This design comes from an exercise in tuning for small area and a short achievable clock period on the open sky130 flow, not from production work. In this exercise RTL edits were held to simulation tests only and were not proved equivalent to the original.

v24:
// multiplier_16bit
module multiplier_16bit (
    input  wire clk,
    input  wire rst,
    input  wire signed [15:0] a,
    input  wire signed [15:0] b,
    output reg  signed [31:0] product,
    output reg  signed [15:0] a_out,
    output reg  signed [15:0] b_out
);
    wire [15:0] ag = a;
    wire [31:0] accn = product;
    wire [16:0] x0;    
    wire one0 = b[0] ^ 1'b0;
    wire two0 = (b[1] & ~b[0] & ~1'b0) | (~b[1] & b[0] & 1'b0);
    wire neg0 = b[1];
    assign x0[0] = ((one0 & ag[0]) | (two0 & 1'b0)) ^ neg0;
    assign x0[1] = ((one0 & ag[1]) | (two0 & ag[0])) ^ neg0;
    assign x0[2] = ((one0 & ag[2]) | (two0 & ag[1])) ^ neg0;
    assign x0[3] = ((one0 & ag[3]) | (two0 & ag[2])) ^ neg0;
    assign x0[4] = ((one0 & ag[4]) | (two0 & ag[3])) ^ neg0;
    assign x0[5] = ((one0 & ag[5]) | (two0 & ag[4])) ^ neg0;
    assign x0[6] = ((one0 & ag[6]) | (two0 & ag[5])) ^ neg0;
    assign x0[7] = ((one0 & ag[7]) | (two0 & ag[6])) ^ neg0;
    assign x0[8] = ((one0 & ag[8]) | (two0 & ag[7])) ^ neg0;
    assign x0[9] = ((one0 & ag[9]) | (two0 & ag[8])) ^ neg0;
    assign x0[10] = ((one0 & ag[10]) | (two0 & ag[9])) ^ neg0;
    assign x0[11] = ((one0 & ag[11]) | (two0 & ag[10])) ^ neg0;
    assign x0[12] = ((one0 & ag[12]) | (two0 & ag[11])) ^ neg0;
    assign x0[13] = ((one0 & ag[13]) | (two0 & ag[12])) ^ neg0;
    assign x0[14] = ((one0 & ag[14]) | (two0 & ag[13])) ^ neg0;
    assign x0[15] = ((one0 & ag[15]) | (two0 & ag[14])) ^ neg0;
    assign x0[16] = ~(((one0 & ag[15]) | (two0 & ag[15])) ^ neg0);
    wire [16:0] x1;    
    wire one1 = b[2] ^ b[1];
    wire two1 = (b[3] & ~b[2] & ~b[1]) | (~b[3] & b[2] & b[1]);
    wire neg1 = b[3];
    assign x1[0] = ((one1 & ag[0]) | (two1 & 1'b0)) ^ neg1;
    assign x1[1] = ((one1 & ag[1]) | (two1 & ag[0])) ^ neg1;
    assign x1[2] = ((one1 & ag[2]) | (two1 & ag[1])) ^ neg1;
    assign x1[3] = ((one1 & ag[3]) | (two1 & ag[2])) ^ neg1;
    assign x1[4] = ((one1 & ag[4]) | (two1 & ag[3])) ^ neg1;
    assign x1[5] = ((one1 & ag[5]) | (two1 & ag[4])) ^ neg1;
  ...
Size: ~870 cells after synthesis, ~98 I/O pins.
==> flow/config.mk <==
export PLATFORM = sky130hd
export DESIGN_NAME = multiplier_16bit
export DESIGN_NICKNAME = multiplier_16bit
export VERILOG_FILES = /design/flow/design.v
export SDC_FILE = /design/flow/constraint.sdc
export NUM_CORES = 4
export LEC_CHECK = 0
export ABC_AREA = 1
export CAP_MARGIN = 20
export CORE_MARGIN = 2
export CORE_UTILIZATION = 40
export SLEW_MARGIN = 20
export SYNTH_HIERARCHICAL = 1
==> flow/constraint.sdc <==
create_clock -name core_clock -period 20.0 [get_ports {clk}]
set_input_delay 4.0000 -clock core_clock [delete_from_list [all_inputs] [get_ports {clk}]]
set_output_delay 4.0000 -clock core_clock [all_outputs]
set_load 0.01 [all_outputs]
standard.sh (not shown) runs the stock make flow with config.mk's settings and CLKGATE_MAP_FILE= SYNTH_SCRIPT=/design/flow/synth_recipe.tcl, a recipe that flattens the netlist after the stock synthesis.
==> flow/flow/run.sh <==
#!/bin/bash
# The standard synthesis and layout, with these changes to the layout:
#  * the port buffers are the smallest buffer cell (buffer_ports -buffer_cell) instead of
#    the delay-cell buffers buffer_ports picks by itself;
#  * one tie cell drives all constant inputs;
#  * the clock tree uses the buffers in flow/cts_bufs.txt and no dummy loads;
#  * repair_timing aims for extra setup slack (flow/setup_margin.txt, ns) so the resizer
#    speeds up the critical paths. The clock and I/O constraints are unchanged.
set -euo pipefail
# clock tree: small clock buffers and no dummy loads (64 flip-flops need little drive)
export CTS_ARGS="-sink_clustering_enable -repair_clock_nets -buf_list {$(cat flow/cts_bufs.txt)} -dont_use_dummy_load"
# one tie cell for all constant inputs instead of one per input
export SKIP_REPAIR_TIE_FANOUT=1
export BUFFER_PORTS_ARGS="-buffer_cell sky130_fd_sc_hd__buf_1"
M=$(cat flow/setup_margin.txt)
if [[ "$M" != "0" ]]; then export SETUP_SLACK_MARGIN=$M; fi
S=$(cat flow/move_sequence.txt)
if [[ -n "$S" ]]; then export SETUP_MOVE_SEQUENCE=$S; fi
bash standard.sh synth > synth.log 2>&1
bash standard.sh finish > layout.log 2>&1
==> flow/flow/cts_bufs.txt <==
sky130_fd_sc_hd__clkbuf_8
==> flow/flow/move_sequence.txt <==
unbuffer,sizeup,swap
==> flow/flow/setup_margin.txt <==
10.8
v24: done, clean on timing, DRC and antenna
--- input diff v24..v36 ---
==> flow/flow/run.sh <==
#!/bin/bash
# The standard synthesis and layout, with these changes to the layout:
#  * the port buffers are the smallest buffer cell (buffer_ports -buffer_cell) instead of
#    the delay-cell buffers buffer_ports picks by itself;
#  * the clock tree uses the buffers in flow/cts_bufs.txt and no dummy loads;
#  * repair_timing aims for extra setup slack (flow/setup_margin.txt, ns) so the resizer
#    speeds up the critical paths. The clock and I/O constraints are unchanged.
set -euo pipefail
# clock tree: small clock buffers and no dummy loads (64 flip-flops need little drive)
export CTS_ARGS="-sink_clustering_enable -repair_clock_nets -buf_list {$(cat flow/cts_bufs.txt)} -dont_use_dummy_load"
export BUFFER_PORTS_ARGS="-buffer_cell sky130_fd_sc_hd__buf_1"
M=$(cat flow/setup_margin.txt)
if [[ "$M" != "0" ]]; then export SETUP_SLACK_MARGIN=$M; fi
S=$(cat flow/move_sequence.txt)
if [[ -n "$S" ]]; then export SETUP_MOVE_SEQUENCE=$S; fi
bash standard.sh synth > synth.log 2>&1
bash standard.sh finish > layout.log 2>&1
==> flow/flow/setup_margin.txt <==
11.05
## What came out
Lower post-cts gate resize count among v24 and v36: v24. Final setup slack of the worst path for v36 is higher than for v24. Per the comparison of v36 with v24, global-route wire length before repair grew by 1.4%; area growth from synthesis to layout now sits higher; critical path depth fell by 2. v36: worst hold margin 0.0065 ns above v24. [compare] base=v24 new=v36: shortest period the worst path allows -0.16 ns; wire length saw a decrease; area occupied by multi-input gates picked up an extra 190 um2.
### v36 -> v59
==> flow/flow/setup_margin.txt <==
11.3
==> notes.md <==
Summary of v59 over v36: via count shows an increase of 2.2%; total standard cell area after synthesis barely changed; sequential share of layout area decreased 0.63 points. Compared with v36, v59 shows a worst setup slack that is 0.19 ns higher.
diff inputs: v59 => v8
Settings: putting GPL_ROUTABILITY_DRIVEN at 0 where nothing was set.
==> flow/flow/run.sh <==
#!/bin/bash
# The standard synthesis and layout, with these changes to the layout:
#  * the port buffers are the smallest buffer cell (buffer_ports -buffer_cell) instead of
#    the delay-cell buffers buffer_ports picks by itself;
#  * one tie cell drives all constant inputs;
#  * the clock tree uses the buffers in flow/cts_bufs.txt and no dummy loads;
#  * repair_timing aims for extra setup slack (flow/setup_margin.txt, ns) so the resizer
#    speeds up the critical paths. The clock and I/O constraints are unchanged.
set -euo pipefail
# clock tree: small clock buffers and no dummy loads (64 flip-flops need little drive)
export CTS_ARGS="-sink_clustering_enable -repair_clock_nets -buf_list {$(cat flow/cts_bufs.txt)} -dont_use_dummy_load"
# one tie cell for all constant inputs instead of one per input
export SKIP_REPAIR_TIE_FANOUT=1
export BUFFER_PORTS_ARGS="-buffer_cell sky130_fd_sc_hd__buf_1"
M=$(cat flow/setup_margin.txt)
if [[ "$M" != "0" ]]; then export SETUP_SLACK_MARGIN=$M; fi
S=$(cat flow/move_sequence.txt)
if [[ -n "$S" ]]; then export SETUP_MOVE_SEQUENCE=$S; fi
bash standard.sh synth > synth.log 2>&1
bash standard.sh finish > layout.log 2>&1
==> flow/flow/setup_margin.txt <==
10.8
v59 vs v8, capturing instance or port of the critical path: product[16]$_DFF_P_ vs product[24]$_DFF_P_. Between v59 and v8, the cell count went down. Delta (v8 minus v59): final hold slack went down by 0.0090 ns; clock period minus worst slack went up by 0.35 ns; final area went down by 7.2%. v8 vs. v59: met3 routed wirelength now larger; area growth from synthesis to layout now smaller. Looking only at setup slack, and setting everything else aside, the higher value of v59 and v8 goes to v59.

* * *

Another version of the RTL of multiplier_16bit (not shown whole).
Size in the first run: roughly 970 cells after synthesis, roughly 98 I/O pins, ~8600 sq um of cells after synthesis.
// multiplier_16bit
module multiplier_16bit (
    input  wire clk,
    input  wire rst,
    input  wire signed [15:0] a,
    input  wire signed [15:0] b,
    output reg  signed [31:0] product,
    output reg  signed [15:0] a_out,
    output reg  signed [15:0] b_out
);
    wire [15:0] ag = a;
    wire [31:0] accn = product;
    wire one0 = b[0] ^ 1'b0;
    wire two0 = (b[1] & ~b[0] & ~1'b0) | (~b[1] & b[0] & 1'b0);
    wire neg0 = b[1];
    wire [16:0] x0;    
    assign x0[0] = ((one0 & ag[0]) | (two0 & 1'b0)) ^ neg0;
    assign x0[1] = ((one0 & ag[1]) | (two0 & ag[0])) ^ neg0;
    assign x0[2] = ((one0 & ag[2]) | (two0 & ag[1])) ^ neg0;
    assign x0[3] = ((one0 & ag[3]) | (two0 & ag[2])) ^ neg0;
    assign x0[4] = ((one0 & ag[4]) | (two0 & ag[3])) ^ neg0;
    assign x0[5] = ((one0 & ag[5]) | (two0 & ag[4])) ^ neg0;
    assign x0[6] = ((one0 & ag[6]) | (two0 & ag[5])) ^ neg0;
    assign x0[7] = ((one0 & ag[7]) | (two0 & ag[6])) ^ neg0;
    assign x0[8] = ((one0 & ag[8]) | (two0 & ag[7])) ^ neg0;
    assign x0[9] = ((one0 & ag[9]) | (two0 & ag[8])) ^ neg0;
    assign x0[10] = ((one0 & ag[10]) | (two0 & ag[9])) ^ neg0;
    assign x0[11] = ((one0 & ag[11]) | (two0 & ag[10])) ^ neg0;
    assign x0[12] = ((one0 & ag[12]) | (two0 & ag[11])) ^ neg0;
    assign x0[13] = ((one0 & ag[13]) | (two0 & ag[12])) ^ neg0;
    assign x0[14] = ((one0 & ag[14]) | (two0 & ag[13])) ^ neg0;
  ...
Settings: LEC_CHECK=0, ABC_AREA=1, CAP_MARGIN=20, CORE_MARGIN=2, CORE_UTILIZATION=40, SLEW_MARGIN=20, SYNTH_HIERARCHICAL=1; clock period 20.0 ns.
==> flow/flow/run.sh <==
#!/bin/bash
# The standard synthesis and layout, with two changes to the layout:
#  * the port buffers are the smallest buffer cell (buffer_ports -buffer_cell) instead of
#    the delay-cell buffers buffer_ports picks by itself;
#  * repair_timing aims for extra setup slack (flow/setup_margin.txt, ns) so the resizer
#    speeds up the critical paths. The clock and I/O constraints are unchanged.
set -euo pipefail
export BUFFER_PORTS_ARGS="-buffer_cell sky130_fd_sc_hd__buf_1"
M=$(cat flow/setup_margin.txt)
if [[ "$M" != "0" ]]; then export SETUP_SLACK_MARGIN=$M; fi
S=$(cat flow/move_sequence.txt)
if [[ -n "$S" ]]; then export SETUP_MOVE_SEQUENCE=$S; fi
bash standard.sh synth > synth.log 2>&1
bash standard.sh finish > layout.log 2>&1
==> flow/flow/move_sequence.txt <==

==> flow/flow/setup_margin.txt <==
0
The starting point ran to the end with no violations.
Next try:
--- a/flow/config.mk
+++ b/flow/config.mk
@@ -11 +11,2 @@
-export CORE_UTILIZATION = 40
+export CORE_UTILIZATION = 65
+export PLACE_DENSITY = 0.75
After rerunning: Design area fell by 1.9%. Cell count fell by 7.6%. Via count rose by 1.1%. Worst setup slack gets worse by 0.0060 ns. Routed wire length fell by 7.0%.
Next try:
--- a/flow/flow/run.sh
+++ b/flow/flow/run.sh
@@ -4,0 +5 @@
+#  * the clock tree uses the buffers in flow/cts_bufs.txt and no dummy loads;
@@ -7,0 +9,2 @@
+# clock tree: small clock buffers and no dummy loads (64 flip-flops need little drive)
+export CTS_ARGS="-sink_clustering_enable -repair_clock_nets -buf_list {$(cat flow/cts_bufs.txt)} -dont_use_dummy_load"
==> flow/flow/cts_bufs.txt (new file) <==
sky130_fd_sc_hd__clkbuf_8
==> flow/flow/move_sequence.txt (replaced) <==
unbuffer,sizeup,swap
==> flow/flow/setup_margin.txt (replaced) <==
10.8
--- a/flow/config.mk
+++ b/flow/config.mk
@@ -11,2 +11 @@
-export CORE_UTILIZATION = 65
-export PLACE_DENSITY = 0.75
+export CORE_UTILIZATION = 40
After rerunning: The new run passed the timing, design-rule and antenna checks; setup slack gains 0.13 ns; routed wire length rises by 7.2%; worst hold slack gains 0.0099 ns; via count falls by 1.9%; clock skew rises by 0.019 ns.
Next try:
--- a/flow/flow/run.sh
+++ b/flow/flow/run.sh
@@ -2 +2 @@
-# The standard synthesis and layout, with two changes to the layout:
+# The standard synthesis and layout, with these changes to the layout:
Outcome: The new run completed with no timing, DRC or antenna violations. Hold slack is unchanged. Clock skew stays the same. Global-route usage stays the same. Final area stays the same. Area after synthesis is unchanged. Routed wire length is unchanged.
Next try:
--- a/flow/config.mk
+++ b/flow/config.mk
@@ -9 +9 @@
-export CAP_MARGIN = 20
+export CAP_MARGIN = 5
@@ -12 +12 @@
-export SLEW_MARGIN = 20
+export SLEW_MARGIN = 5
What happened: Utilization stays the same. Sequential cell count stays the same. Wire length stays the same. Setup slack is unchanged. Cell area stays the same. Synthesized area stays the same. Via count is unchanged. Non-clock buffer count stays the same. Die area is unchanged.
Next try:
--- a/flow/flow/run.sh
+++ b/flow/flow/run.sh
@@ -2 +2 @@
-# The standard synthesis and layout, with these changes to the layout:
+# The standard synthesis and layout, with two changes to the layout:
@@ -5 +4,0 @@
-#  * the clock tree uses the buffers in flow/cts_bufs.txt and no dummy loads;
@@ -9,2 +7,0 @@
-# clock tree: small clock buffers and no dummy loads (64 flip-flops need little drive)
-export CTS_ARGS="-sink_clustering_enable -repair_clock_nets -buf_list {$(cat flow/cts_bufs.txt)} -dont_use_dummy_load"
==> flow/flow/setup_margin.txt (replaced) <==
11.3
--- a/flow/config.mk
+++ b/flow/config.mk
@@ -9 +9 @@
-export CAP_MARGIN = 5
+export CAP_MARGIN = 20
@@ -12 +12 @@
-export SLEW_MARGIN = 5
+export SLEW_MARGIN = 20
removed: flow/flow/cts_bufs.txt
=>
- sequential cell count is unchanged
- global-route usage increases by 0.14 points
- routed wire length increases by 3.6%
- setup slack improved by 0.28 ns
- core utilization increases by 3.5 points
- die area stays the same
- cell count increases by 0.54%
- synthesized cell count stays the same

## re-timing with driven ports
The results above use ideal ports. As a check the final layouts listed here were re-extracted and re-timed, cells and wires unchanged. Step 1, drivers: a clkbuf_16 drives clk and a buf_2 each remaining input, both assumed. Step 2, shift: input delay + t, output delay - t, t = (earliest + latest rising clock arrival at the registers) / 2. This alone moves slack from input paths to output paths. Slacks: ideal / step 1 / step 2; pairs: ideal / step 1.
run | t (ns) | slack for setup (ns) | hold slack, ns | worst setup path after step 2 | worst data-port slew with drivers (ns)
v24 | 0.405 | 11.071 / 11.082 / 10.677 | 0.666 / 0.666 / 0.666 | input to register | 0.04
v36 | 0.397 | 11.226 / 11.242 / 10.845 | 0.673 / 0.673 / 0.673 | input to register | 0.04
v59 | 0.394 | 11.420 / 11.425 / 11.031 | 0.675 / 0.675 / 0.675 | input to register | 0.04
v8 | 0.405 | 11.071 / 11.082 / 10.677 | 0.666 / 0.666 / 0.666 | input to register | 0.04
the first run of note 2 | 0.402 | 11.066 / 11.092 / 10.689 | 0.678 / 0.678 / 0.678 | input to register | 0.04
the second run of note 2 | 0.388 | 11.060 / 11.081 / 10.693 | 0.666 / 0.666 / 0.666 | input to register | 0.04
the third run of note 2 | 0.416 | 11.189 / 11.199 / 10.783 | 0.676 / 0.676 / 0.676 | input to register | 0.04
the fourth run of note 2 | 0.416 | 11.189 / 11.199 / 10.783 | 0.676 / 0.676 / 0.676 | input to register | 0.04
the fifth run of note 2 | 0.416 | 11.189 / 11.199 / 10.783 | 0.676 / 0.676 / 0.676 | input to register | 0.04
the sixth run of note 2 | 0.402 | 11.471 / 11.496 / 11.094 | 0.675 / 0.675 / 0.675 | input to register | 0.04
After both steps every run listed still meets setup and hold.
